Context: an optimization exercise on an open-source flow, tuned for small area and a short achievable clock period. The choices shown serve that exercise and are no tape-out recipe. No run shown here included a check of the RTL's function; only the layout flow was run. Power figures rest on the tool's default switching activity, not on a simulated workload.

File: flow/config.mk
export PLATFORM = sky130hd
export DESIGN_NAME = nco_core
export DESIGN_NICKNAME = nco_core
export VERILOG_FILES = /design/flow/design.v
export SDC_FILE = /design/flow/constraint.sdc
export NUM_CORES = 4
export LEC_CHECK = 0
export ABC_AREA = 1
export CAP_MARGIN = 20
export CORE_MARGIN = 2
export CORE_UTILIZATION = 40
export SETUP_SLACK_MARGIN = 3.5
export SLEW_MARGIN = 20
export SYNTH_MEMORY_MAX_BITS = 65536
File: flow/constraint.sdc
create_clock -name core_clock -period 7.0 [get_ports {clk}]
set_input_delay 1.4000 -clock core_clock [delete_from_list [all_inputs] [get_ports {clk}]]
set_output_delay 1.4000 -clock core_clock [all_outputs]
set_load 0.01 [all_outputs]
File: flow/design.v
module pac(clk, eo, phase, amplitude);
parameter N = 14;
parameter P = 12;
input clk, eo;
input [N-1:0] phase;
output [P-1:0] amplitude;
wire [11:0] a = phase[12] ? ~phase[11:0] : phase[11:0];
reg [12:0] t0;
wire [7:0] x0 = {a[11],a[10],a[9],a[8],a[7],a[6],a[5],a[4]};
always @(*) begin
  case (x0)
    8'd0: t0 = 13'd0;
    8'd1: t0 = 13'd50;
    8'd2: t0 = 13'd101;
    8'd3: t0 = 13'd151;
    8'd4: t0 = 13'd200;
    8'd5: t0 = 13'd250;
    8'd6: t0 = 13'd301;
    8'd7: t0 = 13'd351;
    8'd8: t0 = 13'd402;
    8'd9: t0 = 13'd452;
    8'd10: t0 = 13'd503;
    8'd11: t0 = 13'd553;
    8'd12: t0 = 13'd602;
    8'd13: t0 = 13'd652;
    8'd14: t0 = 13'd703;
    8'd15: t0 = 13'd753;
    8'd16: t0 = 13'd803;
    8'd17: t0 = 13'd854;
    8'd18: t0 = 13'd903;
    8'd19: t0 = 13'd952;
    8'd20: t0 = 13'd1002;
    8'd21: t0 = 13'd1052;
    8'd22: t0 = 13'd1101;
    8'd23: t0 = 13'd1151;
    8'd24: t0 = 13'd1201;
    8'd25: t0 = 13'd1251;
    8'd26: t0 = 13'd1300;
    8'd27: t0 = 13'd1350;
    8'd28: t0 = 13'd1401;
    8'd29: t0 = 13'd1450;
    8'd30: t0 = 13'd1499;
    8'd31: t0 = 13'd1548;
    8'd32: t0 = 13'd1598;
    8'd33: t0 = 13'd1647;
    8'd34: t0 = 13'd1696;
    8'd35: t0 = 13'd1745;
    8'd36: t0 = 13'd1794;
    8'd37: t0 = 13'd1843;
    8'd38: t0 = 13'd1892;
    8'd39: t0 = 13'd1941;
    8'd40: t0 = 13'd1988;
    8'd41: t0 = 13'd2037;
    8'd42: t0 = 13'd2086;
    8'd43: t0 = 13'd2135;
    8'd44: t0 = 13'd2184;
    8'd45: t0 = 13'd2233;
    8'd46: t0 = 13'd2283;
    8'd47: t0 = 13'd2330;
    8'd48: t0 = 13'd2379;
    8'd49: t0 = 13'd2427;
    8'd50: t0 = 13'd2475;
    8'd51: t0 = 13'd2520;
    8'd52: t0 = 13'd2570;
    8'd53: t0 = 13'd2617;
    8'd54: t0 = 13'd2664;
    8'd55: t0 = 13'd2711;
    8'd56: t0 = 13'd2759;
    8'd57: t0 = 13'd2806;
    8'd58: t0 = 13'd2853;
    8'd59: t0 = 13'd2900;
    8'd60: t0 = 13'd2947;
    8'd61: t0 = 13'd2993;
    8'd62: t0 = 13'd3040;
    8'd63: t0 = 13'd3086;
    8'd64: t0 = 13'd3134;
    8'd65: t0 = 13'd3180;
    8'd66: t0 = 13'd3227;
    8'd67: t0 = 13'd3273;
    8'd68: t0 = 13'd3319;
    8'd69: t0 = 13'd3365;
    8'd70: t0 = 13'd3410;
    8'd71: t0 = 13'd3456;
    8'd72: t0 = 13'd3502;
    8'd73: t0 = 13'd3547;
    8'd74: t0 = 13'd3592;
    8'd75: t0 = 13'd3637;
    8'd76: t0 = 13'd3681;
    8'd77: t0 = 13'd3726;
    8'd78: t0 = 13'd3771;
    8'd79: t0 = 13'd3816;
    8'd80: t0 = 13'd3860;
    8'd81: t0 = 13'd3907;
    8'd82: t0 = 13'd3951;
    8'd83: t0 = 13'd3993;
    8'd84: t0 = 13'd4037;
    8'd85: t0 = 13'd4080;
    8'd86: t0 = 13'd4123;
    8'd87: t0 = 13'd4166;
    8'd88: t0 = 13'd4210;
    8'd89: t0 = 13'd4253;
    8'd90: t0 = 13'd4296;
    8'd91: t0 = 13'd4339;
    8'd92: t0 = 13'd4383;
    8'd93: t0 = 13'd4424;
    8'd94: t0 = 13'd4467;
    8'd95: t0 = 13'd4509;
    8'd96: t0 = 13'd4550;
    8'd97: t0 = 13'd4591;
    8'd98: t0 = 13'd4632;
    8'd99: t0 = 13'd4673;
    8'd100: t0 = 13'd4715;
    8'd101: t0 = 13'd4756;
    8'd102: t0 = 13'd4797;
    8'd103: t0 = 13'd4838;
    8'd104: t0 = 13'd4876;
    8'd105: t0 = 13'd4919;
    8'd106: t0 = 13'd4959;
    8'd107: t0 = 13'd4997;
    8'd108: t0 = 13'd5039;
    8'd109: t0 = 13'd5078;
    8'd110: t0 = 13'd5117;
    8'd111: t0 = 13'd5156;
    8'd112: t0 = 13'd5195;
    8'd113: t0 = 13'd5233;
    8'd114: t0 = 13'd5272;
    8'd115: t0 = 13'd5310;
    8'd116: t0 = 13'd5349;
    8'd117: t0 = 13'd5387;
    8'd118: t0 = 13'd5424;
    8'd119: t0 = 13'd5462;
    8'd120: t0 = 13'd5500;
    8'd121: t0 = 13'd5537;
    8'd122: t0 = 13'd5574;
    8'd123: t0 = 13'd5611;
    8'd124: t0 = 13'd5644;
    8'd125: t0 = 13'd5683;
    8'd126: t0 = 13'd5719;
    8'd127: t0 = 13'd5753;
    8'd128: t0 = 13'd5791;
    8'd129: t0 = 13'd5826;
    8'd130: t0 = 13'd5861;
    8'd131: t0 = 13'd5896;
    8'd132: t0 = 13'd5931;
    8'd133: t0 = 13'd5966;
    8'd134: t0 = 13'd6000;
    8'd135: t0 = 13'd6033;
    8'd136: t0 = 13'd6069;
    8'd137: t0 = 13'd6102;
    8'd138: t0 = 13'd6135;
    8'd139: t0 = 13'd6168;
    8'd140: t0 = 13'd6200;
    8'd141: t0 = 13'd6235;
    8'd142: t0 = 13'd6267;
    8'd143: t0 = 13'd6297;
    8'd144: t0 = 13'd6331;
    8'd145: t0 = 13'd6363;
    8'd146: t0 = 13'd6394;
    8'd147: t0 = 13'd6424;
    8'd148: t0 = 13'd6457;
    8'd149: t0 = 13'd6487;
    8'd150: t0 = 13'd6518;
    8'd151: t0 = 13'd6548;
    8'd152: t0 = 13'd6578;
    8'd153: t0 = 13'd6608;
    8'd154: t0 = 13'd6637;
    8'd155: t0 = 13'd6667;
    8'd156: t0 = 13'd6696;
    8'd157: t0 = 13'd6725;
    8'd158: t0 = 13'd6755;
    8'd159: t0 = 13'd6782;
    8'd160: t0 = 13'd6811;
    8'd161: t0 = 13'd6838;
    8'd162: t0 = 13'd6865;
    8'd163: t0 = 13'd6892;
    8'd164: t0 = 13'd6919;
    8'd165: t0 = 13'd6945;
    8'd166: t0 = 13'd6972;
    8'd167: t0 = 13'd6998;
    8'd168: t0 = 13'd7025;
    8'd169: t0 = 13'd7050;
    8'd170: t0 = 13'd7075;
    8'd171: t0 = 13'd7100;
    8'd172: t0 = 13'd7124;
    8'd173: t0 = 13'd7149;
    8'd174: t0 = 13'd7175;
    8'd175: t0 = 13'd7198;
    8'd176: t0 = 13'd7223;
    8'd177: t0 = 13'd7246;
    8'd178: t0 = 13'd7269;
    8'd179: t0 = 13'd7292;
    8'd180: t0 = 13'd7315;
    8'd181: t0 = 13'd7338;
    8'd182: t0 = 13'd7360;
    8'd183: t0 = 13'd7381;
    8'd184: t0 = 13'd7403;
    8'd185: t0 = 13'd7424;
    8'd186: t0 = 13'd7445;
    8'd187: t0 = 13'd7466;
    8'd188: t0 = 13'd7487;
    8'd189: t0 = 13'd7507;
    8'd190: t0 = 13'd7526;
    8'd191: t0 = 13'd7544;
    8'd192: t0 = 13'd7566;
    8'd193: t0 = 13'd7585;
    8'd194: t0 = 13'd7604;
    8'd195: t0 = 13'd7623;
    8'd196: t0 = 13'd7641;
    8'd197: t0 = 13'd7659;
    8'd198: t0 = 13'd7676;
    8'd199: t0 = 13'd7694;
    8'd200: t0 = 13'd7711;
    8'd201: t0 = 13'd7730;
    8'd202: t0 = 13'd7746;
    8'd203: t0 = 13'd7760;
    8'd204: t0 = 13'd7777;
    8'd205: t0 = 13'd7792;
    8'd206: t0 = 13'd7807;
    8'd207: t0 = 13'd7822;
    8'd208: t0 = 13'd7836;
    8'd209: t0 = 13'd7851;
    8'd210: t0 = 13'd7865;
    8'd211: t0 = 13'd7878;
    8'd212: t0 = 13'd7893;
    8'd213: t0 = 13'd7906;
    8'd214: t0 = 13'd7919;
    8'd215: t0 = 13'd7932;
    8'd216: t0 = 13'd7945;
    8'd217: t0 = 13'd7957;
    8'd218: t0 = 13'd7968;
    8'd219: t0 = 13'd7978;
    8'd220: t0 = 13'd7991;
    8'd221: t0 = 13'd8001;
    8'd222: t0 = 13'd8012;
    8'd223: t0 = 13'd8022;
    8'd224: t0 = 13'd8033;
    8'd225: t0 = 13'd8042;
    8'd226: t0 = 13'd8051;
    8'd227: t0 = 13'd8060;
    8'd228: t0 = 13'd8071;
    8'd229: t0 = 13'd8079;
    8'd230: t0 = 13'd8087;
    8'd231: t0 = 13'd8092;
    8'd232: t0 = 13'd8101;
    8'd233: t0 = 13'd8108;
    8'd234: t0 = 13'd8115;
    8'd235: t0 = 13'd8122;
    8'd236: t0 = 13'd8129;
    8'd237: t0 = 13'd8135;
    8'd238: t0 = 13'd8140;
    8'd239: t0 = 13'd8146;
    8'd240: t0 = 13'd8148;
    8'd241: t0 = 13'd8153;
    8'd242: t0 = 13'd8159;
    8'd243: t0 = 13'd8162;
    8'd244: t0 = 13'd8167;
    8'd245: t0 = 13'd8170;
    8'd246: t0 = 13'd8173;
    8'd247: t0 = 13'd8176;
    8'd248: t0 = 13'd8182;
    8'd249: t0 = 13'd8183;
    8'd250: t0 = 13'd8184;
    8'd251: t0 = 13'd8184;
    8'd252: t0 = 13'd8187;
    8'd253: t0 = 13'd8188;
    8'd254: t0 = 13'd8188;
    8'd255: t0 = 13'd8188;
    default: t0 = 13'd0;
  endcase
end
reg [5:0] t1;
wire [9:0] x1 = {a[11],a[10],a[9],a[8],a[7],a[6],a[3],a[2],a[1],a[0]};
always @(*) begin
  case (x1)
    10'd0: t1 = 6'd0;
    10'd1: t1 = 6'd2;
    10'd2: t1 = 6'd6;
    10'd3: t1 = 6'd9;
    10'd4: t1 = 6'd12;
    10'd5: t1 = 6'd15;
    10'd6: t1 = 6'd18;
    10'd7: t1 = 6'd22;
    10'd8: t1 = 6'd24;
    10'd9: t1 = 6'd28;
    10'd10: t1 = 6'd30;
    10'd11: t1 = 6'd34;
    10'd12: t1 = 6'd37;
    10'd13: t1 = 6'd40;
    10'd14: t1 = 6'd43;
    10'd15: t1 = 6'd46;
    10'd16: t1 = 6'd0;
    10'd17: t1 = 6'd4;
    10'd18: t1 = 6'd6;
    10'd19: t1 = 6'd10;
    10'd20: t1 = 6'd13;
    10'd21: t1 = 6'd16;
    10'd22: t1 = 6'd19;
    10'd23: t1 = 6'd22;
    10'd24: t1 = 6'd26;
    10'd25: t1 = 6'd28;
    10'd26: t1 = 6'd32;
    10'd27: t1 = 6'd34;
    10'd28: t1 = 6'd38;
    10'd29: t1 = 6'd42;
    10'd30: t1 = 6'd44;
    10'd31: t1 = 6'd48;
    10'd32: t1 = 6'd0;
    10'd33: t1 = 6'd2;
    10'd34: t1 = 6'd6;
    10'd35: t1 = 6'd8;
    10'd36: t1 = 6'd12;
    10'd37: t1 = 6'd15;
    10'd38: t1 = 6'd18;
    10'd39: t1 = 6'd21;
    10'd40: t1 = 6'd24;
    10'd41: t1 = 6'd28;
    10'd42: t1 = 6'd30;
    10'd43: t1 = 6'd34;
    10'd44: t1 = 6'd36;
    10'd45: t1 = 6'd40;
    10'd46: t1 = 6'd43;
    10'd47: t1 = 6'd46;
    10'd48: t1 = 6'd0;
    10'd49: t1 = 6'd2;
    10'd50: t1 = 6'd6;
    10'd51: t1 = 6'd9;
    10'd52: t1 = 6'd12;
    10'd53: t1 = 6'd16;
    10'd54: t1 = 6'd18;
    10'd55: t1 = 6'd22;
    10'd56: t1 = 6'd24;
    10'd57: t1 = 6'd28;
    10'd58: t1 = 6'd31;
    10'd59: t1 = 6'd34;
    10'd60: t1 = 6'd38;
    10'd61: t1 = 6'd40;
    10'd62: t1 = 6'd44;
    10'd63: t1 = 6'd46;
    10'd64: t1 = 6'd0;
    10'd65: t1 = 6'd1;
    10'd66: t1 = 6'd5;
    10'd67: t1 = 6'd9;
    10'd68: t1 = 6'd12;
    10'd69: t1 = 6'd16;
    10'd70: t1 = 6'd17;
    10'd71: t1 = 6'd21;
    10'd72: t1 = 6'd24;
    10'd73: t1 = 6'd28;
    10'd74: t1 = 6'd29;
    10'd75: t1 = 6'd33;
    10'd76: t1 = 6'd37;
    10'd77: t1 = 6'd40;
    10'd78: t1 = 6'd44;
    10'd79: t1 = 6'd45;
    10'd80: t1 = 6'd0;
    10'd81: t1 = 6'd3;
    10'd82: t1 = 6'd7;
    10'd83: t1 = 6'd9;
    10'd84: t1 = 6'd13;
    10'd85: t1 = 6'd15;
    10'd86: t1 = 6'd19;
    10'd87: t1 = 6'd22;
    10'd88: t1 = 6'd25;
    10'd89: t1 = 6'd28;
    10'd90: t1 = 6'd31;
    10'd91: t1 = 6'd35;
    10'd92: t1 = 6'd37;
    10'd93: t1 = 6'd41;
    10'd94: t1 = 6'd43;
    10'd95: t1 = 6'd47;
    10'd96: t1 = 6'd0;
    10'd97: t1 = 6'd4;
    10'd98: t1 = 6'd6;
    10'd99: t1 = 6'd9;
    10'd100: t1 = 6'd12;
    10'd101: t1 = 6'd16;
    10'd102: t1 = 6'd19;
    10'd103: t1 = 6'd22;
    10'd104: t1 = 6'd25;
    10'd105: t1 = 6'd28;
    10'd106: t1 = 6'd32;
    10'd107: t1 = 6'd34;
    10'd108: t1 = 6'd37;
    10'd109: t1 = 6'd40;
    10'd110: t1 = 6'd44;
    10'd111: t1 = 6'd47;
    10'd112: t1 = 6'd0;
    10'd113: t1 = 6'd2;
    10'd114: t1 = 6'd5;
    10'd115: t1 = 6'd9;
    10'd116: t1 = 6'd12;
    10'd117: t1 = 6'd14;
    10'd118: t1 = 6'd18;
    10'd119: t1 = 6'd21;
    10'd120: t1 = 6'd24;
    10'd121: t1 = 6'd28;
    10'd122: t1 = 6'd30;
    10'd123: t1 = 6'd33;
    10'd124: t1 = 6'd37;
    10'd125: t1 = 6'd40;
    10'd126: t1 = 6'd42;
    10'd127: t1 = 6'd46;
    10'd128: t1 = 6'd0;
    10'd129: t1 = 6'd3;
    10'd130: t1 = 6'd5;
    10'd131: t1 = 6'd9;
    10'd132: t1 = 6'd12;
    10'd133: t1 = 6'd15;
    10'd134: t1 = 6'd18;
    10'd135: t1 = 6'd21;
    10'd136: t1 = 6'd24;
    10'd137: t1 = 6'd27;
    10'd138: t1 = 6'd31;
    10'd139: t1 = 6'd33;
    10'd140: t1 = 6'd36;
    10'd141: t1 = 6'd40;
    10'd142: t1 = 6'd43;
    10'd143: t1 = 6'd45;
    10'd144: t1 = 6'd0;
    10'd145: t1 = 6'd3;
    10'd146: t1 = 6'd6;
    10'd147: t1 = 6'd9;
    10'd148: t1 = 6'd12;
    10'd149: t1 = 6'd15;
    10'd150: t1 = 6'd18;
    10'd151: t1 = 6'd21;
    10'd152: t1 = 6'd24;
    10'd153: t1 = 6'd27;
    10'd154: t1 = 6'd30;
    10'd155: t1 = 6'd34;
    10'd156: t1 = 6'd37;
    10'd157: t1 = 6'd40;
    10'd158: t1 = 6'd42;
    10'd159: t1 = 6'd46;
    10'd160: t1 = 6'd0;
    10'd161: t1 = 6'd4;
    10'd162: t1 = 6'd8;
    10'd163: t1 = 6'd10;
    10'd164: t1 = 6'd13;
    10'd165: t1 = 6'd16;
    10'd166: t1 = 6'd20;
    10'd167: t1 = 6'd23;
    10'd168: t1 = 6'd25;
    10'd169: t1 = 6'd28;
    10'd170: t1 = 6'd32;
    10'd171: t1 = 6'd35;
    10'd172: t1 = 6'd37;
    10'd173: t1 = 6'd40;
    10'd174: t1 = 6'd44;
    10'd175: t1 = 6'd47;
    10'd176: t1 = 6'd0;
    10'd177: t1 = 6'd2;
    10'd178: t1 = 6'd4;
    10'd179: t1 = 6'd8;
    10'd180: t1 = 6'd12;
    10'd181: t1 = 6'd14;
    10'd182: t1 = 6'd16;
    10'd183: t1 = 6'd20;
    10'd184: t1 = 6'd24;
    10'd185: t1 = 6'd26;
    10'd186: t1 = 6'd28;
    10'd187: t1 = 6'd32;
    10'd188: t1 = 6'd36;
    10'd189: t1 = 6'd39;
    10'd190: t1 = 6'd40;
    10'd191: t1 = 6'd44;
    10'd192: t1 = 6'd0;
    10'd193: t1 = 6'd4;
    10'd194: t1 = 6'd4;
    10'd195: t1 = 6'd8;
    10'd196: t1 = 6'd12;
    10'd197: t1 = 6'd16;
    10'd198: t1 = 6'd16;
    10'd199: t1 = 6'd20;
    10'd200: t1 = 6'd24;
    10'd201: t1 = 6'd28;
    10'd202: t1 = 6'd28;
    10'd203: t1 = 6'd32;
    10'd204: t1 = 6'd36;
    10'd205: t1 = 6'd40;
    10'd206: t1 = 6'd40;
    10'd207: t1 = 6'd44;
    10'd208: t1 = 6'd0;
    10'd209: t1 = 6'd2;
    10'd210: t1 = 6'd5;
    10'd211: t1 = 6'd9;
    10'd212: t1 = 6'd12;
    10'd213: t1 = 6'd13;
    10'd214: t1 = 6'd17;
    10'd215: t1 = 6'd21;
    10'd216: t1 = 6'd24;
    10'd217: t1 = 6'd25;
    10'd218: t1 = 6'd29;
    10'd219: t1 = 6'd33;
    10'd220: t1 = 6'd35;
    10'd221: t1 = 6'd37;
    10'd222: t1 = 6'd41;
    10'd223: t1 = 6'd45;
    10'd224: t1 = 6'd0;
    10'd225: t1 = 6'd3;
    10'd226: t1 = 6'd6;
    10'd227: t1 = 6'd8;
    10'd228: t1 = 6'd12;
    10'd229: t1 = 6'd15;
    10'd230: t1 = 6'd18;
    10'd231: t1 = 6'd20;
    10'd232: t1 = 6'd24;
    10'd233: t1 = 6'd27;
    10'd234: t1 = 6'd29;
    10'd235: t1 = 6'd32;
    10'd236: t1 = 6'd35;
    10'd237: t1 = 6'd38;
    10'd238: t1 = 6'd41;
    10'd239: t1 = 6'd44;
    10'd240: t1 = 6'd0;
    10'd241: t1 = 6'd4;
    10'd242: t1 = 6'd7;
    10'd243: t1 = 6'd10;
    10'd244: t1 = 6'd12;
    10'd245: t1 = 6'd15;
    10'd246: t1 = 6'd18;
    10'd247: t1 = 6'd22;
    10'd248: t1 = 6'd24;
    10'd249: t1 = 6'd27;
    10'd250: t1 = 6'd30;
    10'd251: t1 = 6'd32;
    10'd252: t1 = 6'd36;
    10'd253: t1 = 6'd39;
    10'd254: t1 = 6'd42;
    10'd255: t1 = 6'd44;
    10'd256: t1 = 6'd0;
    10'd257: t1 = 6'd2;
    10'd258: t1 = 6'd5;
    10'd259: t1 = 6'd8;
    10'd260: t1 = 6'd12;
    10'd261: t1 = 6'd14;
    10'd262: t1 = 6'd17;
    10'd263: t1 = 6'd20;
    10'd264: t1 = 6'd22;
    10'd265: t1 = 6'd26;
    10'd266: t1 = 6'd28;
    10'd267: t1 = 6'd32;
    10'd268: t1 = 6'd34;
    10'd269: t1 = 6'd37;
    10'd270: t1 = 6'd40;
    10'd271: t1 = 6'd43;
    10'd272: t1 = 6'd0;
    10'd273: t1 = 6'd2;
    10'd274: t1 = 6'd6;
    10'd275: t1 = 6'd8;
    10'd276: t1 = 6'd11;
    10'd277: t1 = 6'd14;
    10'd278: t1 = 6'd17;
    10'd279: t1 = 6'd20;
    10'd280: t1 = 6'd22;
    10'd281: t1 = 6'd26;
    10'd282: t1 = 6'd28;
    10'd283: t1 = 6'd31;
    10'd284: t1 = 6'd34;
    10'd285: t1 = 6'd37;
    10'd286: t1 = 6'd39;
    10'd287: t1 = 6'd42;
    10'd288: t1 = 6'd0;
    10'd289: t1 = 6'd3;
    10'd290: t1 = 6'd5;
    10'd291: t1 = 6'd8;
    10'd292: t1 = 6'd11;
    10'd293: t1 = 6'd13;
    10'd294: t1 = 6'd17;
    10'd295: t1 = 6'd20;
    10'd296: t1 = 6'd22;
    10'd297: t1 = 6'd25;
    10'd298: t1 = 6'd28;
    10'd299: t1 = 6'd31;
    10'd300: t1 = 6'd33;
    10'd301: t1 = 6'd36;
    10'd302: t1 = 6'd39;
    10'd303: t1 = 6'd42;
    10'd304: t1 = 6'd0;
    10'd305: t1 = 6'd3;
    10'd306: t1 = 6'd6;
    10'd307: t1 = 6'd9;
    10'd308: t1 = 6'd11;
    10'd309: t1 = 6'd15;
    10'd310: t1 = 6'd17;
    10'd311: t1 = 6'd19;
    10'd312: t1 = 6'd23;
    10'd313: t1 = 6'd26;
    10'd314: t1 = 6'd28;
    10'd315: t1 = 6'd31;
    10'd316: t1 = 6'd34;
    10'd317: t1 = 6'd37;
    10'd318: t1 = 6'd39;
    10'd319: t1 = 6'd43;
    10'd320: t1 = 6'd0;
    10'd321: t1 = 6'd0;
    10'd322: t1 = 6'd4;
    10'd323: t1 = 6'd8;
    10'd324: t1 = 6'd11;
    10'd325: t1 = 6'd12;
    10'd326: t1 = 6'd16;
    10'd327: t1 = 6'd20;
    10'd328: t1 = 6'd20;
    10'd329: t1 = 6'd24;
    10'd330: t1 = 6'd28;
    10'd331: t1 = 6'd28;
    10'd332: t1 = 6'd32;
    10'd333: t1 = 6'd36;
    10'd334: t1 = 6'd36;
    10'd335: t1 = 6'd40;
    10'd336: t1 = 6'd0;
    10'd337: t1 = 6'd2;
    10'd338: t1 = 6'd6;
    10'd339: t1 = 6'd9;
    10'd340: t1 = 6'd10;
    10'd341: t1 = 6'd14;
    10'd342: t1 = 6'd17;
    10'd343: t1 = 6'd18;
    10'd344: t1 = 6'd22;
    10'd345: t1 = 6'd25;
    10'd346: t1 = 6'd27;
    10'd347: t1 = 6'd30;
    10'd348: t1 = 6'd33;
    10'd349: t1 = 6'd35;
    10'd350: t1 = 6'd38;
    10'd351: t1 = 6'd41;
    10'd352: t1 = 6'd0;
    10'd353: t1 = 6'd3;
    10'd354: t1 = 6'd5;
    10'd355: t1 = 6'd8;
    10'd356: t1 = 6'd11;
    10'd357: t1 = 6'd13;
    10'd358: t1 = 6'd16;
    10'd359: t1 = 6'd19;
    10'd360: t1 = 6'd22;
    10'd361: t1 = 6'd24;
    10'd362: t1 = 6'd27;
    10'd363: t1 = 6'd30;
    10'd364: t1 = 6'd32;
    10'd365: t1 = 6'd35;
    10'd366: t1 = 6'd38;
    10'd367: t1 = 6'd40;
    10'd368: t1 = 6'd0;
    10'd369: t1 = 6'd1;
    10'd370: t1 = 6'd4;
    10'd371: t1 = 6'd7;
    10'd372: t1 = 6'd9;
    10'd373: t1 = 6'd12;
    10'd374: t1 = 6'd13;
    10'd375: t1 = 6'd17;
    10'd376: t1 = 6'd20;
    10'd377: t1 = 6'd21;
    10'd378: t1 = 6'd25;
    10'd379: t1 = 6'd28;
    10'd380: t1 = 6'd29;
    10'd381: t1 = 6'd33;
    10'd382: t1 = 6'd36;
    10'd383: t1 = 6'd37;
    10'd384: t1 = 6'd0;
    10'd385: t1 = 6'd3;
    10'd386: t1 = 6'd5;
    10'd387: t1 = 6'd8;
    10'd388: t1 = 6'd11;
    10'd389: t1 = 6'd13;
    10'd390: t1 = 6'd16;
    10'd391: t1 = 6'd19;
    10'd392: t1 = 6'd21;
    10'd393: t1 = 6'd24;
    10'd394: t1 = 6'd27;
    10'd395: t1 = 6'd29;
    10'd396: t1 = 6'd32;
    10'd397: t1 = 6'd35;
    10'd398: t1 = 6'd37;
    10'd399: t1 = 6'd40;
    10'd400: t1 = 6'd0;
    10'd401: t1 = 6'd3;
    10'd402: t1 = 6'd5;
    10'd403: t1 = 6'd8;
    10'd404: t1 = 6'd10;
    10'd405: t1 = 6'd13;
    10'd406: t1 = 6'd16;
    10'd407: t1 = 6'd18;
    10'd408: t1 = 6'd21;
    10'd409: t1 = 6'd23;
    10'd410: t1 = 6'd25;
    10'd411: t1 = 6'd29;
    10'd412: t1 = 6'd31;
    10'd413: t1 = 6'd33;
    10'd414: t1 = 6'd36;
    10'd415: t1 = 6'd38;
    10'd416: t1 = 6'd0;
    10'd417: t1 = 6'd4;
    10'd418: t1 = 6'd7;
    10'd419: t1 = 6'd8;
    10'd420: t1 = 6'd12;
    10'd421: t1 = 6'd12;
    10'd422: t1 = 6'd16;
    10'd423: t1 = 6'd20;
    10'd424: t1 = 6'd20;
    10'd425: t1 = 6'd24;
    10'd426: t1 = 6'd25;
    10'd427: t1 = 6'd28;
    10'd428: t1 = 6'd32;
    10'd429: t1 = 6'd32;
    10'd430: t1 = 6'd36;
    10'd431: t1 = 6'd40;
    10'd432: t1 = 6'd0;
    10'd433: t1 = 6'd3;
    10'd434: t1 = 6'd4;
    10'd435: t1 = 6'd8;
    10'd436: t1 = 6'd10;
    10'd437: t1 = 6'd12;
    10'd438: t1 = 6'd15;
    10'd439: t1 = 6'd17;
    10'd440: t1 = 6'd20;
    10'd441: t1 = 6'd22;
    10'd442: t1 = 6'd24;
    10'd443: t1 = 6'd27;
    10'd444: t1 = 6'd29;
    10'd445: t1 = 6'd32;
    10'd446: t1 = 6'd34;
    10'd447: t1 = 6'd36;
    10'd448: t1 = 6'd0;
    10'd449: t1 = 6'd3;
    10'd450: t1 = 6'd6;
    10'd451: t1 = 6'd8;
    10'd452: t1 = 6'd11;
    10'd453: t1 = 6'd12;
    10'd454: t1 = 6'd15;
    10'd455: t1 = 6'd18;
    10'd456: t1 = 6'd20;
    10'd457: t1 = 6'd23;
    10'd458: t1 = 6'd24;
    10'd459: t1 = 6'd27;
    10'd460: t1 = 6'd29;
    10'd461: t1 = 6'd32;
    10'd462: t1 = 6'd35;
    10'd463: t1 = 6'd37;
    10'd464: t1 = 6'd0;
    10'd465: t1 = 6'd2;
    10'd466: t1 = 6'd5;
    10'd467: t1 = 6'd8;
    10'd468: t1 = 6'd10;
    10'd469: t1 = 6'd12;
    10'd470: t1 = 6'd14;
    10'd471: t1 = 6'd16;
    10'd472: t1 = 6'd19;
    10'd473: t1 = 6'd21;
    10'd474: t1 = 6'd24;
    10'd475: t1 = 6'd26;
    10'd476: t1 = 6'd28;
    10'd477: t1 = 6'd31;
    10'd478: t1 = 6'd33;
    10'd479: t1 = 6'd36;
    10'd480: t1 = 6'd0;
    10'd481: t1 = 6'd2;
    10'd482: t1 = 6'd4;
    10'd483: t1 = 6'd7;
    10'd484: t1 = 6'd8;
    10'd485: t1 = 6'd11;
    10'd486: t1 = 6'd13;
    10'd487: t1 = 6'd16;
    10'd488: t1 = 6'd18;
    10'd489: t1 = 6'd20;
    10'd490: t1 = 6'd23;
    10'd491: t1 = 6'd24;
    10'd492: t1 = 6'd27;
    10'd493: t1 = 6'd29;
    10'd494: t1 = 6'd32;
    10'd495: t1 = 6'd34;
    10'd496: t1 = 6'd0;
    10'd497: t1 = 6'd4;
    10'd498: t1 = 6'd7;
    10'd499: t1 = 6'd8;
    10'd500: t1 = 6'd12;
    10'd501: t1 = 6'd12;
    10'd502: t1 = 6'd16;
    10'd503: t1 = 6'd16;
    10'd504: t1 = 6'd20;
    10'd505: t1 = 6'd20;
    10'd506: t1 = 6'd24;
    10'd507: t1 = 6'd28;
    10'd508: t1 = 6'd28;
    10'd509: t1 = 6'd32;
    10'd510: t1 = 6'd32;
    10'd511: t1 = 6'd36;
    10'd512: t1 = 6'd0;
    10'd513: t1 = 6'd3;
    10'd514: t1 = 6'd4;
    10'd515: t1 = 6'd7;
    10'd516: t1 = 6'd9;
    10'd517: t1 = 6'd11;
    10'd518: t1 = 6'd13;
    10'd519: t1 = 6'd16;
    10'd520: t1 = 6'd18;
    10'd521: t1 = 6'd20;
    10'd522: t1 = 6'd22;
    10'd523: t1 = 6'd24;
    10'd524: t1 = 6'd27;
    10'd525: t1 = 6'd29;
    10'd526: t1 = 6'd31;
    10'd527: t1 = 6'd33;
    10'd528: t1 = 6'd0;
    10'd529: t1 = 6'd3;
    10'd530: t1 = 6'd4;
    10'd531: t1 = 6'd7;
    10'd532: t1 = 6'd9;
    10'd533: t1 = 6'd11;
    10'd534: t1 = 6'd13;
    10'd535: t1 = 6'd15;
    10'd536: t1 = 6'd17;
    10'd537: t1 = 6'd19;
    10'd538: t1 = 6'd21;
    10'd539: t1 = 6'd23;
    10'd540: t1 = 6'd25;
    10'd541: t1 = 6'd28;
    10'd542: t1 = 6'd31;
    10'd543: t1 = 6'd32;
    10'd544: t1 = 6'd0;
    10'd545: t1 = 6'd2;
    10'd546: t1 = 6'd4;
    10'd547: t1 = 6'd6;
    10'd548: t1 = 6'd8;
    10'd549: t1 = 6'd10;
    10'd550: t1 = 6'd12;
    10'd551: t1 = 6'd14;
    10'd552: t1 = 6'd17;
    10'd553: t1 = 6'd18;
    10'd554: t1 = 6'd21;
    10'd555: t1 = 6'd22;
    10'd556: t1 = 6'd25;
    10'd557: t1 = 6'd26;
    10'd558: t1 = 6'd29;
    10'd559: t1 = 6'd30;
    10'd560: t1 = 6'd0;
    10'd561: t1 = 6'd3;
    10'd562: t1 = 6'd4;
    10'd563: t1 = 6'd7;
    10'd564: t1 = 6'd8;
    10'd565: t1 = 6'd11;
    10'd566: t1 = 6'd12;
    10'd567: t1 = 6'd15;
    10'd568: t1 = 6'd16;
    10'd569: t1 = 6'd19;
    10'd570: t1 = 6'd20;
    10'd571: t1 = 6'd24;
    10'd572: t1 = 6'd24;
    10'd573: t1 = 6'd28;
    10'd574: t1 = 6'd28;
    10'd575: t1 = 6'd32;
    10'd576: t1 = 6'd0;
    10'd577: t1 = 6'd2;
    10'd578: t1 = 6'd4;
    10'd579: t1 = 6'd6;
    10'd580: t1 = 6'd8;
    10'd581: t1 = 6'd10;
    10'd582: t1 = 6'd12;
    10'd583: t1 = 6'd13;
    10'd584: t1 = 6'd16;
    10'd585: t1 = 6'd17;
    10'd586: t1 = 6'd20;
    10'd587: t1 = 6'd21;
    10'd588: t1 = 6'd24;
    10'd589: t1 = 6'd25;
    10'd590: t1 = 6'd28;
    10'd591: t1 = 6'd29;
    10'd592: t1 = 6'd0;
    10'd593: t1 = 6'd1;
    10'd594: t1 = 6'd3;
    10'd595: t1 = 6'd5;
    10'd596: t1 = 6'd7;
    10'd597: t1 = 6'd9;
    10'd598: t1 = 6'd11;
    10'd599: t1 = 6'd13;
    10'd600: t1 = 6'd14;
    10'd601: t1 = 6'd17;
    10'd602: t1 = 6'd18;
    10'd603: t1 = 6'd21;
    10'd604: t1 = 6'd22;
    10'd605: t1 = 6'd25;
    10'd606: t1 = 6'd26;
    10'd607: t1 = 6'd29;
    10'd608: t1 = 6'd0;
    10'd609: t1 = 6'd2;
    10'd610: t1 = 6'd3;
    10'd611: t1 = 6'd5;
    10'd612: t1 = 6'd7;
    10'd613: t1 = 6'd9;
    10'd614: t1 = 6'd11;
    10'd615: t1 = 6'd12;
    10'd616: t1 = 6'd15;
    10'd617: t1 = 6'd16;
    10'd618: t1 = 6'd18;
    10'd619: t1 = 6'd20;
    10'd620: t1 = 6'd22;
    10'd621: t1 = 6'd24;
    10'd622: t1 = 6'd26;
    10'd623: t1 = 6'd27;
    10'd624: t1 = 6'd0;
    10'd625: t1 = 6'd0;
    10'd626: t1 = 6'd3;
    10'd627: t1 = 6'd4;
    10'd628: t1 = 6'd6;
    10'd629: t1 = 6'd8;
    10'd630: t1 = 6'd10;
    10'd631: t1 = 6'd12;
    10'd632: t1 = 6'd12;
    10'd633: t1 = 6'd16;
    10'd634: t1 = 6'd16;
    10'd635: t1 = 6'd19;
    10'd636: t1 = 6'd20;
    10'd637: t1 = 6'd23;
    10'd638: t1 = 6'd24;
    10'd639: t1 = 6'd24;
    10'd640: t1 = 6'd0;
    10'd641: t1 = 6'd0;
    10'd642: t1 = 6'd3;
    10'd643: t1 = 6'd4;
    10'd644: t1 = 6'd6;
    10'd645: t1 = 6'd8;
    10'd646: t1 = 6'd9;
    10'd647: t1 = 6'd12;
    10'd648: t1 = 6'd12;
    10'd649: t1 = 6'd15;
    10'd650: t1 = 6'd16;
    10'd651: t1 = 6'd18;
    10'd652: t1 = 6'd20;
    10'd653: t1 = 6'd21;
    10'd654: t1 = 6'd23;
    10'd655: t1 = 6'd24;
    10'd656: t1 = 6'd0;
    10'd657: t1 = 6'd2;
    10'd658: t1 = 6'd3;
    10'd659: t1 = 6'd5;
    10'd660: t1 = 6'd7;
    10'd661: t1 = 6'd8;
    10'd662: t1 = 6'd11;
    10'd663: t1 = 6'd12;
    10'd664: t1 = 6'd13;
    10'd665: t1 = 6'd15;
    10'd666: t1 = 6'd17;
    10'd667: t1 = 6'd19;
    10'd668: t1 = 6'd20;
    10'd669: t1 = 6'd21;
    10'd670: t1 = 6'd23;
    10'd671: t1 = 6'd25;
    10'd672: t1 = 6'd0;
    10'd673: t1 = 6'd2;
    10'd674: t1 = 6'd4;
    10'd675: t1 = 6'd5;
    10'd676: t1 = 6'd6;
    10'd677: t1 = 6'd8;
    10'd678: t1 = 6'd10;
    10'd679: t1 = 6'd12;
    10'd680: t1 = 6'd13;
    10'd681: t1 = 6'd14;
    10'd682: t1 = 6'd16;
    10'd683: t1 = 6'd18;
    10'd684: t1 = 6'd19;
    10'd685: t1 = 6'd21;
    10'd686: t1 = 6'd22;
    10'd687: t1 = 6'd24;
    10'd688: t1 = 6'd0;
    10'd689: t1 = 6'd3;
    10'd690: t1 = 6'd4;
    10'd691: t1 = 6'd4;
    10'd692: t1 = 6'd8;
    10'd693: t1 = 6'd8;
    10'd694: t1 = 6'd10;
    10'd695: t1 = 6'd12;
    10'd696: t1 = 6'd12;
    10'd697: t1 = 6'd15;
    10'd698: t1 = 6'd16;
    10'd699: t1 = 6'd16;
    10'd700: t1 = 6'd20;
    10'd701: t1 = 6'd20;
    10'd702: t1 = 6'd21;
    10'd703: t1 = 6'd24;
    10'd704: t1 = 6'd0;
    10'd705: t1 = 6'd1;
    10'd706: t1 = 6'd3;
    10'd707: t1 = 6'd4;
    10'd708: t1 = 6'd6;
    10'd709: t1 = 6'd7;
    10'd710: t1 = 6'd8;
    10'd711: t1 = 6'd10;
    10'd712: t1 = 6'd12;
    10'd713: t1 = 6'd13;
    10'd714: t1 = 6'd15;
    10'd715: t1 = 6'd16;
    10'd716: t1 = 6'd17;
    10'd717: t1 = 6'd19;
    10'd718: t1 = 6'd20;
    10'd719: t1 = 6'd22;
    10'd720: t1 = 6'd0;
    10'd721: t1 = 6'd1;
    10'd722: t1 = 6'd3;
    10'd723: t1 = 6'd4;
    10'd724: t1 = 6'd5;
    10'd725: t1 = 6'd7;
    10'd726: t1 = 6'd8;
    10'd727: t1 = 6'd9;
    10'd728: t1 = 6'd11;
    10'd729: t1 = 6'd13;
    10'd730: t1 = 6'd13;
    10'd731: t1 = 6'd15;
    10'd732: t1 = 6'd17;
    10'd733: t1 = 6'd18;
    10'd734: t1 = 6'd19;
    10'd735: t1 = 6'd21;
    10'd736: t1 = 6'd0;
    10'd737: t1 = 6'd2;
    10'd738: t1 = 6'd3;
    10'd739: t1 = 6'd4;
    10'd740: t1 = 6'd6;
    10'd741: t1 = 6'd7;
    10'd742: t1 = 6'd8;
    10'd743: t1 = 6'd9;
    10'd744: t1 = 6'd11;
    10'd745: t1 = 6'd12;
    10'd746: t1 = 6'd13;
    10'd747: t1 = 6'd15;
    10'd748: t1 = 6'd16;
    10'd749: t1 = 6'd17;
    10'd750: t1 = 6'd19;
    10'd751: t1 = 6'd20;
    10'd752: t1 = 6'd0;
    10'd753: t1 = 6'd4;
    10'd754: t1 = 6'd4;
    10'd755: t1 = 6'd4;
    10'd756: t1 = 6'd8;
    10'd757: t1 = 6'd8;
    10'd758: t1 = 6'd8;
    10'd759: t1 = 6'd10;
    10'd760: t1 = 6'd12;
    10'd761: t1 = 6'd12;
    10'd762: t1 = 6'd13;
    10'd763: t1 = 6'd16;
    10'd764: t1 = 6'd16;
    10'd765: t1 = 6'd16;
    10'd766: t1 = 6'd20;
    10'd767: t1 = 6'd20;
    10'd768: t1 = 6'd0;
    10'd769: t1 = 6'd1;
    10'd770: t1 = 6'd3;
    10'd771: t1 = 6'd3;
    10'd772: t1 = 6'd4;
    10'd773: t1 = 6'd6;
    10'd774: t1 = 6'd7;
    10'd775: t1 = 6'd8;
    10'd776: t1 = 6'd10;
    10'd777: t1 = 6'd11;
    10'd778: t1 = 6'd12;
    10'd779: t1 = 6'd12;
    10'd780: t1 = 6'd14;
    10'd781: t1 = 6'd15;
    10'd782: t1 = 6'd16;
    10'd783: t1 = 6'd18;
    10'd784: t1 = 6'd0;
    10'd785: t1 = 6'd1;
    10'd786: t1 = 6'd2;
    10'd787: t1 = 6'd4;
    10'd788: t1 = 6'd4;
    10'd789: t1 = 6'd5;
    10'd790: t1 = 6'd6;
    10'd791: t1 = 6'd8;
    10'd792: t1 = 6'd9;
    10'd793: t1 = 6'd9;
    10'd794: t1 = 6'd11;
    10'd795: t1 = 6'd12;
    10'd796: t1 = 6'd13;
    10'd797: t1 = 6'd14;
    10'd798: t1 = 6'd16;
    10'd799: t1 = 6'd16;
    10'd800: t1 = 6'd0;
    10'd801: t1 = 6'd1;
    10'd802: t1 = 6'd1;
    10'd803: t1 = 6'd1;
    10'd804: t1 = 6'd4;
    10'd805: t1 = 6'd5;
    10'd806: t1 = 6'd5;
    10'd807: t1 = 6'd5;
    10'd808: t1 = 6'd8;
    10'd809: t1 = 6'd9;
    10'd810: t1 = 6'd9;
    10'd811: t1 = 6'd9;
    10'd812: t1 = 6'd12;
    10'd813: t1 = 6'd13;
    10'd814: t1 = 6'd13;
    10'd815: t1 = 6'd13;
    10'd816: t1 = 6'd0;
    10'd817: t1 = 6'd1;
    10'd818: t1 = 6'd2;
    10'd819: t1 = 6'd2;
    10'd820: t1 = 6'd4;
    10'd821: t1 = 6'd5;
    10'd822: t1 = 6'd6;
    10'd823: t1 = 6'd6;
    10'd824: t1 = 6'd7;
    10'd825: t1 = 6'd9;
    10'd826: t1 = 6'd9;
    10'd827: t1 = 6'd10;
    10'd828: t1 = 6'd11;
    10'd829: t1 = 6'd12;
    10'd830: t1 = 6'd13;
    10'd831: t1 = 6'd14;
    10'd832: t1 = 6'd0;
    10'd833: t1 = 6'd2;
    10'd834: t1 = 6'd2;
    10'd835: t1 = 6'd4;
    10'd836: t1 = 6'd4;
    10'd837: t1 = 6'd6;
    10'd838: t1 = 6'd6;
    10'd839: t1 = 6'd7;
    10'd840: t1 = 6'd8;
    10'd841: t1 = 6'd8;
    10'd842: t1 = 6'd10;
    10'd843: t1 = 6'd10;
    10'd844: t1 = 6'd12;
    10'd845: t1 = 6'd12;
    10'd846: t1 = 6'd13;
    10'd847: t1 = 6'd14;
    10'd848: t1 = 6'd0;
    10'd849: t1 = 6'd1;
    10'd850: t1 = 6'd2;
    10'd851: t1 = 6'd2;
    10'd852: t1 = 6'd3;
    10'd853: t1 = 6'd4;
    10'd854: t1 = 6'd5;
    10'd855: t1 = 6'd6;
    10'd856: t1 = 6'd6;
    10'd857: t1 = 6'd7;
    10'd858: t1 = 6'd7;
    10'd859: t1 = 6'd9;
    10'd860: t1 = 6'd10;
    10'd861: t1 = 6'd11;
    10'd862: t1 = 6'd11;
    10'd863: t1 = 6'd11;
    10'd864: t1 = 6'd0;
    10'd865: t1 = 6'd2;
    10'd866: t1 = 6'd2;
    10'd867: t1 = 6'd2;
    10'd868: t1 = 6'd2;
    10'd869: t1 = 6'd3;
    10'd870: t1 = 6'd6;
    10'd871: t1 = 6'd6;
    10'd872: t1 = 6'd6;
    10'd873: t1 = 6'd6;
    10'd874: t1 = 6'd7;
    10'd875: t1 = 6'd8;
    10'd876: t1 = 6'd10;
    10'd877: t1 = 6'd10;
    10'd878: t1 = 6'd10;
    10'd879: t1 = 6'd10;
    10'd880: t1 = 6'd0;
    10'd881: t1 = 6'd0;
    10'd882: t1 = 6'd1;
    10'd883: t1 = 6'd2;
    10'd884: t1 = 6'd3;
    10'd885: t1 = 6'd3;
    10'd886: t1 = 6'd4;
    10'd887: t1 = 6'd4;
    10'd888: t1 = 6'd5;
    10'd889: t1 = 6'd6;
    10'd890: t1 = 6'd7;
    10'd891: t1 = 6'd7;
    10'd892: t1 = 6'd8;
    10'd893: t1 = 6'd8;
    10'd894: t1 = 6'd9;
    10'd895: t1 = 6'd10;
    10'd896: t1 = 6'd0;
    10'd897: t1 = 6'd1;
    10'd898: t1 = 6'd1;
    10'd899: t1 = 6'd2;
    10'd900: t1 = 6'd2;
    10'd901: t1 = 6'd2;
    10'd902: t1 = 6'd3;
    10'd903: t1 = 6'd4;
    10'd904: t1 = 6'd5;
    10'd905: t1 = 6'd5;
    10'd906: t1 = 6'd6;
    10'd907: t1 = 6'd6;
    10'd908: t1 = 6'd6;
    10'd909: t1 = 6'd7;
    10'd910: t1 = 6'd8;
    10'd911: t1 = 6'd9;
    10'd912: t1 = 6'd0;
    10'd913: t1 = 6'd0;
    10'd914: t1 = 6'd0;
    10'd915: t1 = 6'd0;
    10'd916: t1 = 6'd0;
    10'd917: t1 = 6'd4;
    10'd918: t1 = 6'd4;
    10'd919: t1 = 6'd4;
    10'd920: t1 = 6'd4;
    10'd921: t1 = 6'd4;
    10'd922: t1 = 6'd4;
    10'd923: t1 = 6'd4;
    10'd924: t1 = 6'd4;
    10'd925: t1 = 6'd5;
    10'd926: t1 = 6'd8;
    10'd927: t1 = 6'd8;
    10'd928: t1 = 6'd0;
    10'd929: t1 = 6'd0;
    10'd930: t1 = 6'd1;
    10'd931: t1 = 6'd1;
    10'd932: t1 = 6'd1;
    10'd933: t1 = 6'd2;
    10'd934: t1 = 6'd3;
    10'd935: t1 = 6'd3;
    10'd936: t1 = 6'd4;
    10'd937: t1 = 6'd4;
    10'd938: t1 = 6'd4;
    10'd939: t1 = 6'd5;
    10'd940: t1 = 6'd5;
    10'd941: t1 = 6'd5;
    10'd942: t1 = 6'd5;
    10'd943: t1 = 6'd7;
    10'd944: t1 = 6'd0;
    10'd945: t1 = 6'd0;
    10'd946: t1 = 6'd0;
    10'd947: t1 = 6'd0;
    10'd948: t1 = 6'd0;
    10'd949: t1 = 6'd1;
    10'd950: t1 = 6'd1;
    10'd951: t1 = 6'd1;
    10'd952: t1 = 6'd2;
    10'd953: t1 = 6'd2;
    10'd954: t1 = 6'd3;
    10'd955: t1 = 6'd3;
    10'd956: t1 = 6'd4;
    10'd957: t1 = 6'd4;
    10'd958: t1 = 6'd4;
    10'd959: t1 = 6'd4;
    10'd960: t1 = 6'd0;
    10'd961: t1 = 6'd2;
    10'd962: t1 = 6'd2;
    10'd963: t1 = 6'd3;
    10'd964: t1 = 6'd3;
    10'd965: t1 = 6'd4;
    10'd966: t1 = 6'd4;
    10'd967: t1 = 6'd4;
    10'd968: t1 = 6'd4;
    10'd969: t1 = 6'd4;
    10'd970: t1 = 6'd4;
    10'd971: t1 = 6'd4;
    10'd972: t1 = 6'd4;
    10'd973: t1 = 6'd4;
    10'd974: t1 = 6'd4;
    10'd975: t1 = 6'd4;
    10'd976: t1 = 6'd0;
    10'd977: t1 = 6'd1;
    10'd978: t1 = 6'd1;
    10'd979: t1 = 6'd1;
    10'd980: t1 = 6'd2;
    10'd981: t1 = 6'd2;
    10'd982: t1 = 6'd2;
    10'd983: t1 = 6'd2;
    10'd984: t1 = 6'd3;
    10'd985: t1 = 6'd3;
    10'd986: t1 = 6'd3;
    10'd987: t1 = 6'd3;
    10'd988: t1 = 6'd3;
    10'd989: t1 = 6'd3;
    10'd990: t1 = 6'd3;
    10'd991: t1 = 6'd3;
    10'd992: t1 = 6'd0;
    10'd993: t1 = 6'd0;
    10'd994: t1 = 6'd0;
    10'd995: t1 = 6'd0;
    10'd996: t1 = 6'd0;
    10'd997: t1 = 6'd0;
    10'd998: t1 = 6'd0;
    10'd999: t1 = 6'd0;
    10'd1000: t1 = 6'd0;
    10'd1001: t1 = 6'd0;
    10'd1002: t1 = 6'd0;
    10'd1003: t1 = 6'd0;
    10'd1004: t1 = 6'd0;
    10'd1005: t1 = 6'd1;
    10'd1006: t1 = 6'd1;
    10'd1007: t1 = 6'd1;
    10'd1008: t1 = 6'd0;
    10'd1009: t1 = 6'd0;
    10'd1010: t1 = 6'd0;
    10'd1011: t1 = 6'd0;
    10'd1012: t1 = 6'd0;
    10'd1013: t1 = 6'd0;
    10'd1014: t1 = 6'd0;
    10'd1015: t1 = 6'd1;
    10'd1016: t1 = 6'd1;
    10'd1017: t1 = 6'd1;
    10'd1018: t1 = 6'd1;
    10'd1019: t1 = 6'd1;
    10'd1020: t1 = 6'd1;
    10'd1021: t1 = 6'd1;
    10'd1022: t1 = 6'd1;
    10'd1023: t1 = 6'd1;
    default: t1 = 6'd0;
  endcase
end
wire [14:0] s = t0 + t1 + 15'd0;
wire [10:0] m = s[12:2];
reg [P-1:0] data;
always @(posedge clk) data <= eo ? (phase[13] ? {1'b0, ~m} : {1'b1, m}) : {P{1'b0}};
assign amplitude = data;
endmodule
module phase_accumulator(clk, reset, mode, fph, word_in, word_out, phase);
    parameter M = 48;
    parameter N = 14;
    input clk, reset, fph;
    input [1:0] mode;
    input  [M-1:0] word_in;
    output [M-1:0] word_out;
    output [N-1:0] phase;
    reg [M-1:0] freq, acc;
    assign phase    = acc[M-1:M-N];
    assign word_out = mode == 2'b10 ? (fph ? freq : acc) : {M{1'b0}};
    always @ (posedge clk, posedge reset)
    begin
        if (reset) begin
            freq  <= 'b0;
            acc   <= 'b0;
        end
        else begin
            if (!mode)
                acc <= acc + freq;
            else if (mode == 2'b11) begin
                if (fph)
                    freq <= word_in;
                else
                    acc  <= word_in;
            end
        end
    end
endmodule
module nco_core(clk, reset, mode, fph, word_in, word_out, amplitude);
    parameter M = 48;
    parameter N = 14;
    parameter P = 12;
    input clk, reset, fph;
    input [1:0] mode;
    input  [M-1:0] word_in;
    output [M-1:0] word_out;
    output [P-1:0] amplitude;
    wire [N-1:0] phase;
    phase_accumulator #(.M(M), .N(N)) U2_pa (
        .clk        (clk),
        .reset      (reset),
        .mode       (mode),
        .fph        (fph),
        .word_in    (word_in),
        .word_out   (word_out),
        .phase      (phase)
    );
    pac #(.N(N), .P(P)) U4_pac (
        .clk        (clk),
        .eo         (!reset && mode == 2'b00),
        .phase      (phase),
        .amplitude  (amplitude)
    );
endmodule
File: flow/run.sh
#!/bin/bash
# synth_recipe.tcl (not shown) runs the flow's synth.tcl, then flattens the netlist and writes it again
# the make line also repeats each setting of config.mk as NAME=value (left out here)
make -C /OpenROAD-flow-scripts/flow DESIGN_CONFIG=/design/flow/config.mk WORK_HOME=/design/flow/orfs CLKGATE_MAP_FILE= SYNTH_SCRIPT=/design/flow/synth_recipe.tcl finish
==> results of run 1 <==
[worst max path at each step]
| stage | slack, ps | depth (start not counted) | endpoint |
|---|---|---|---|
| 6_report | 2940 | 25 | U4_pac.data[8] |
| 5_1_grt | 2840 | 28 | U4_pac.data[6] |
| 4_1_cts | 3130 | 9 | word_out[2] |
| 3_5_place_dp | 1110 | 4 | word_out[40] |
| 3_3_place_gp | 1150 | 4 | word_out[40] |
| 2_1_floorplan | 3470 | 5 | word_out[22] |
[stage by stage]
stage,instances,cell area [µm²],hold slack [ps],util
floorplan,2624,15600,472,-
finish,3314,20700,524,0.549
global route,3314,20700,548,0.549
global placement,3146,16800,492,0.446
CTS,3278,19600,521,0.519
detailed placement,3146,16800,501,0.446
[layer usage]
metal | track usage | vias to the layer above | wire (µm) | part of all wire
li1 | - | 9218 | - | -
met4 | 0.267 | 2 | 6640 | 0.076
met3 | 0.140 | 485 | 11100 | 0.13
met1 | 0.495 | 9885 | 31000 | 0.36
met2 | 0.663 | 1623 | 38300 | 0.44
met5 | 0 | - | 14 | 0.00016
[cell families after synthesis]
family,count (synthesis),synth area share
adders and majority gates,78,0.0642
muxes,5,0.00368
DFF,108,0.173
and+or+nand+nor,1183,0.328
buffers and inverters,436,0.121
xor gates and xnor gates,48,0.0287
AOI/OAI and AO/OA,766,0.282
[power breakdown]
part	switching, mW	leakage [nW]	internal (mW)
sequential	0.158	1.27	0.768
combinational	5.93	8.12	2.94
clock	0.250	0.141	0.280
[Yosys cell counts, types with 12 or more instances]
| cell type | instances |
|---|---|
| nand2_1 | 698 |
| o21ai_0 | 309 |
| inv_1 | 278 |
| a21oi_1 | 266 |
| nor2_1 | 195 |
| nand3_1 | 171 |
| dfrtp_1 | 96 |
| ha_1 | 77 |
| clkbuf_1 | 61 |
| nand2_2 | 43 |
| o211ai_1 | 37 |
| buf_2 | 35 |
| xor2_1 | 32 |
| inv_2 | 25 |
| a31oi_1 | 23 |
| nor3_1 | 20 |
| o21ai_1 | 17 |
| buf_6 | 15 |
| o311ai_0 | 15 |
| xnor2_1 | 15 |
| nand4_1 | 13 |
| o2111ai_1 | 13 |
| o22ai_1 | 13 |
| dfxtp_1 | 12 |
[flip-flops by register name (all words and copies together), names as in the netlist]
name         flops
U4_pac.data     12
U2_pa.freq      48
U2_pa.acc       48
[repair_timing]
| action | CTS | global route |
|---|---|---|
| endpoints found under the setup margin | 151 | 123 |
| setup buffers | 97 | 31 |
| gates resized for setup | 599 | 204 |
| pin swaps | 80 | 60 |
| hold endpoints to repair | 0 | 0 |
| gates cloned | 19 | 5 |
[final cells by class]
| class | count | area share |
|---|---|---|
| Clock inverter | 5 | 0.00291 |
| Tap cell | 511 | 0.0309 |
| Sequential cell | 108 | 0.128 |
| Clock buffer | 11 | 0.0113 |
| Multi-Input combinational cell | 2093 | 0.631 |
| Timing Repair Buffer | 276 | 0.131 |
| Timing Repair inverter | 4 | 0.00333 |
| Inverter | 306 | 0.0615 |
[critical path, cell delays in order, from the launching register on]
cell        delay, ps
dfrtp_2           550
buf_8             170
nand2_4            70
nand2_8           110
clkinvlp_4        190
ha_4              270
nand3_4           140
nand2_4            90
inv_2              90
nand2_2           100
o221ai_2          150
a211oi_1          110
a211oi_2          500
a21oi_2           140
nand2_2           110
inv_2              50
ha_4              300
nand2_4            70
nor2_4            100
inv_1              60
nor3_2            110
nand2_1            90
nand2_2           120
nand2_2            70
xor2_1            130
nor2_1             50
==> results_dict.tcl, run 1 <==
set metrics [dict create \
    status "complete, no violations" \
    timing.slew.headroom 0.378 \
    place_congestion 1.05 \
    r2r_cells 25 \
    syn_area_um2 15300 \
    track_usage 0.422 \
    regArea_um2 2650 \
    setup_ws_ps 2940 \
    finalSetupTns_ps 0 \
    dpl.hpwl_um 55500 \
    syn_inst 2624 \
    min_from "U2_pa.freq[32]" \
    antenna_cells 0 \
    post-route-min-period_ps 4060 \
    cts_tree "done" \
    drt-initial-drc-count 2616 \
    yosys_warnings 2 \
    cts_root_buffer "clkbuf_16" \
    fillers 3866 \
    min-delay-path-class "flop to flop" \
    cts.sinks 108 \
    clk_pin_slew_ps 80 \
    power.density_nw_per_um2 500 \
    min_to "U2_pa.freq[32]" \
    ios 113 \
    crit_fanout 8 \
    yosys_register_bits 108 \
    final_common_cell "nand2_1" \
    yosysTopAreaCellShare 0.171 \
    setup.worst_path.start_class "flop" \
    worst_pin_slew_ps 932 \
    synth_flop_cell "dfrtp_1" \
    core-area_um2 37700 \
    grt_pass1_vias 20500 \
    power_mw 10.3 \
    drv_slew 0 \
    antenna_found_initial 2 \
    synthTopCellsByArea "nand2_1 17%, dfrtp_1 16%, o21ai_0 10%" \
    dr.pass1.iters 8 \
    wl_um 87100 \
    hold_viol_final 0 \
    crit_required_ps 7250 \
    vias 21200 \
    dieWidth_um 200 \
    h-tree-depth 3 \
    layout.nets 2929 \
    clk_latency_ps 360 \
    drv_cap 0 \
    async_reset_ff_frac 0.889 \
    initial_core_util 0.407 \
    drc 0 \
    avgSynthCellArea_um2 5.84 \
    reg2reg_slack_ps 2940 \
    syn2layout_area_growth_pct 34.9 \
    wire_per_inst_um 26.3 \
    reg2reg_from "U2_pa.acc[46]" \
    min_period_over_period 0.580 \
    clockBufferDepth 2 \
    cp-startpoint "U2_pa.acc[46]" \
    end_kind "flop" \
    setup_violations 0 \
    dp_slack_ps 1110 \
    numCtsBuffers 9 \
    row_count 71 \
    drive_gt1_frac 0.235 \
    grt_pass1_wl_um 126000 \
    fmax_mhz 246 \
    finClkSkew_ps 9.90 \
    crit_type "flop to flop" \
    cts_hold_buf 0 \
    ys_seq_area_frac 0.173 \
    grt_overflow_total 0 \
    rsz0062_at_grt "yes" \
    dieArea_um2 39900 \
    grt_max_degree 92 \
    portBuffers 112 \
    hold_depth 2 \
    synthDistinctLibCells 64 \
    mostFrequentLayoutCells "621 x nand2_1, 252 x inv_1, 233 x o21ai_0, 211 x a21oi_1, 170 x nor2_1" \
    die-height_um 200 \
    power.leakage_nw 9.53 \
    peakVddDrop_uv 306 \
    regToRegEndpoint "U4_pac.data[8]" \
    multi_input_area_um2 13000 \
    ant_nets 0 \
    synth_edf_count 0 \
    avgViaCountPerCell 6.40 \
    crit_arrival_ps 4310 \
    synth.largest_area_cell "nand2_1" \
    syn-num-nets 2755 \
]
==> inputs of run 2 (changes only) <==
--- a/flow/config.mk
+++ b/flow/config.mk
@@ -9,6 +9,6 @@
 export CAP_MARGIN = 20
 export CORE_MARGIN = 2
 export CORE_UTILIZATION = 40
-export SETUP_SLACK_MARGIN = 3.5
+export SETUP_SLACK_MARGIN = 2.5
 export SLEW_MARGIN = 20
 export SYNTH_MEMORY_MAX_BITS = 65536
==> results_dict.tcl, run 2 <==
set metrics [dict create \
    status "complete, no violations" \
    crit_fanout 13 \
    clk_pin_slew_ps 70 \
    rsz0062_at_grt "yes" \
    synth_top_family_by_area "simple AND/OR/NAND/NOR gates" \
    antenna_found_initial 3 \
    track_usage 0.382 \
    min-delay-path-class "flop to flop" \
    wl_um 76900 \
    final_common_cell "nand2_1" \
    crit_arrival_ps 3000 \
    synthMuxAreaShare 0.00368 \
    dieArea_um2 39900 \
    portBuffers 112 \
    grt_max_degree 92 \
    drive_gt1_frac 0.0889 \
    crit_type "primary input to primary output" \
    synthTopCellsByArea "nand2_1 17%, dfrtp_1 16%, o21ai_0 10%" \
    synth_compound_area_frac 0.282 \
    timing.slew.headroom 0.377 \
    drc 0 \
    setup_violations 0 \
    yosys_warnings 2 \
    die-height_um 200 \
    ant_nets 0 \
    min_period_over_period 0.628 \
    largest_registers "U2_pa.acc (48), U2_pa.freq (48), U4_pac.data (12)" \
    synth_edf_count 0 \
    reg2reg_from "U2_pa.acc[46]" \
    drv_slew 0 \
    worst_pin_slew_ps 935 \
    clkPwrFrac 0.062 \
    h-tree-depth 3 \
    ys_seq_area_frac 0.173 \
    ios 113 \
    crit_path_end "word_out[15]" \
    drv_cap 0 \
    power.density_nw_per_um2 476 \
    fmax_mhz 227 \
    pwr-share-comb 0.831 \
    r2r_cells 20 \
    yosysTopAreaCellShare 0.171 \
    synthSimpleGateAreaFrac 0.328 \
    layout.nets 2814 \
    regToRegEndpoint "U4_pac.data[8]" \
    row_count 71 \
    cp-startpoint "mode[0]" \
    reg2reg_slack_ps 2640 \
    synth.largest_area_cell "nand2_1" \
    grt_overflow_total 0 \
    drt-initial-drc-count 2415 \
    finClkSkew_ps 8.66 \
    synthDistinctLibCells 64 \
    avgViaCountPerCell 6.16 \
    avgSynthCellArea_um2 5.84 \
    crit_required_ps 5600 \
    grt_pass1_wl_um 115000 \
    vias 19700 \
    place_area_um2 16700 \
    wire_per_inst_um 24.0 \
    synth_flop_cell "dfrtp_1" \
    seqPwrFrac 0.107 \
    core-area_um2 37700 \
    synth-adder-area-share 0.0642 \
    p_int_mw 3.06 \
    grt_pass1_vias 19000 \
    initial_core_util 0.407 \
    syn-num-nets 2755 \
    dr.pass1.iters 7 \
    dieWidth_um 200 \
    mostFrequentLayoutCells "683 x nand2_1, 304 x o21ai_0, 271 x inv_1, 261 x a21oi_1, 191 x nor2_1" \
    numCtsBuffers 9 \
    syn_area_um2 15300 \
    post-route-min-period_ps 4400 \
    fillers 4194 \
    power.leakage_nw 8.71 \
    end_kind "primary output" \
    clockBufferDepth 2 \
    finalSetupTns_ps 0 \
    hold_viol_final 0 \
    dpl.hpwl_um 56600 \
    clk_latency_ps 380 \
    syn_inst 2624 \
    setup.worst_path.start_class "primary input" \
    cts_tree "done" \
    syn2layout_area_growth_pct 15.1 \
    cts_root_buffer "clkbuf_16" \
    peakVddDrop_uv 260 \
    final_cell_area_um2 17600 \
    cts_hold_buf 0 \
    place_congestion 1.05 \
    async_reset_ff_frac 0.889 \
    switchingPower_mw 5.34 \
    synthMostInstantiatedCell "nand2_1" \
    cts.sinks 108 \
    synth_xor_xnor_area_share 0.0287 \
    yosys_register_bits 108 \
    synth_top_cells_by_count "698 x nand2_1, 309 x o21ai_0, 278 x inv_1, 266 x a21oi_1, 195 x nor2_1" \
    switching_share 0.635 \
]
[run 2: cell counts after synthesis]
No cell type changed its count.
[run 2: layout make-up]
| type | instances | area [µm²] | area share |
|---|---|---|---|
| timing repair buffer | 178 | 1680 | 0.0952 |
| clock inverter | 6 | 53.8 | 0.00305 |
| sequential | 108 | 2640 | 0.150 |
| clock buffer | 10 | 239 | 0.0136 |
| antenna | 3 | 7.51 | 0.000426 |
| tap | 511 | 639 | 0.0363 |
| multi-input combinational | 2080 | 11200 | 0.635 |
| inverter | 306 | 1180 | 0.0668 |
[run 2: how the worst min path moves through the flow]
stage / from / endpoint / slack [ps] / cells after the start
2_1_floorplan: U2_pa.acc[33] / U2_pa.acc[33] / 470 / 2
3_3_place_gp: U2_pa.freq[6] / U2_pa.freq[6] / 500 / 2
3_5_place_dp: U2_pa.freq[15] / U2_pa.freq[15] / 500 / 2
4_1_cts: U2_pa.freq[15] / U2_pa.freq[15] / 520 / 2
5_1_grt: U2_pa.freq[9] / U2_pa.freq[9] / 550 / 2
6_report: U2_pa.freq[20] / U2_pa.freq[20] / 520 / 2
[run 2: stage by stage]
step / power (mW) / cells / hold WS (ps) / setup slack [ps] / util
after floorplan: 5.16 / 2624 / 472 / 3090 / -
after global placement: 7.26 / 3158 / 501 / 1550 / 0.444
after detailed placement: 7.21 / 3158 / 504 / 1470 / 0.444
after CTS: 7.83 / 3180 / 522 / 2480 / 0.456
after global routing: 8.91 / 3199 / 550 / 2480 / 0.468
final: 8.40 / 3202 / 524 / 2600 / 0.468
[run 2: timing repair]
item                                    4_1_cts  5_1_grt
endpoints found under the setup margin       59       18
setup buffers                                 6       18
resized for setup                            86       70
cloned                                        0        1
pin swaps                                     2        7
[run 2: power by group through the flow]
stage	Sequential (mW)	Combinational [mW]	Clock (mW)
2_1_floorplan	0.868	4.29	0
3_3_place_gp	0.906	6.36	0
3_5_place_dp	0.907	6.30	0
4_1_cts	0.897	6.40	0.533
5_1_grt	0.916	7.44	0.555
6_report	0.896	6.98	0.523
[run 2: worst max-delay path: stages]
cell             delay [ps]
clkdlybuf4s50_1         440
inv_2                   100
ha_4                    200
buf_4                   160
clkbuf_16               160
o21ai_0                  80
a21oi_1                 150
dlygate4sd2_1           290
[run 2: kinds of logic after synthesis]
group	after synthesis
flip-flops	108
multiplexers	5
AO/OA/AOI/OAI	766
adder cells (fa/ha/maj)	78
buffers and inverters	436
XOR/XNOR	48
AND/OR/NAND/NOR	1183
[run 2: layer usage]
metal,wire length [µm],global-route usage,share of wire
met1,29200,0.467,0.38
met2,34300,0.602,0.45
met3,8360,0.0972,0.11
met4,5050,0.235,0.066
met5,23,0,0.00030

[re-timing with driven ports]
Ports are ideal in the flow. The routed layouts listed here were re-timed in OpenROAD.
Step 1, drivers: a clkbuf_16 drives clk and a buf_2 each remaining input, both assumed.
Step 2 moves the port delays by t, midway between the first and last clock arrival at a register: inputs arrive t later, outputs are due t later. That takes back most of the time a late clock gives input paths.
a / b / c = ideal ports / drivers / drivers and shift; a / b = the first two.
| run | t (ns) | setup slack, ns | clock arrival spread, ns | worst data-port slew with drivers (ns) | pins driven straight from the clock port |
|---|---|---|---|---|---|
| run 1 | 0.409 | 2.940 / 2.940 / 2.940 | 0.010 / 0.010 | 0.07 | 1 |
| run 2 | 0.425 | 2.603 / 2.581 / 2.581 | 0.011 / 0.011 | 0.08 | 1 |
After both steps every run listed still meets setup and hold. For run 2, which loses most, drivers alone change the setup slack by -0.022 ns; drivers and shift together by -0.022 ns.
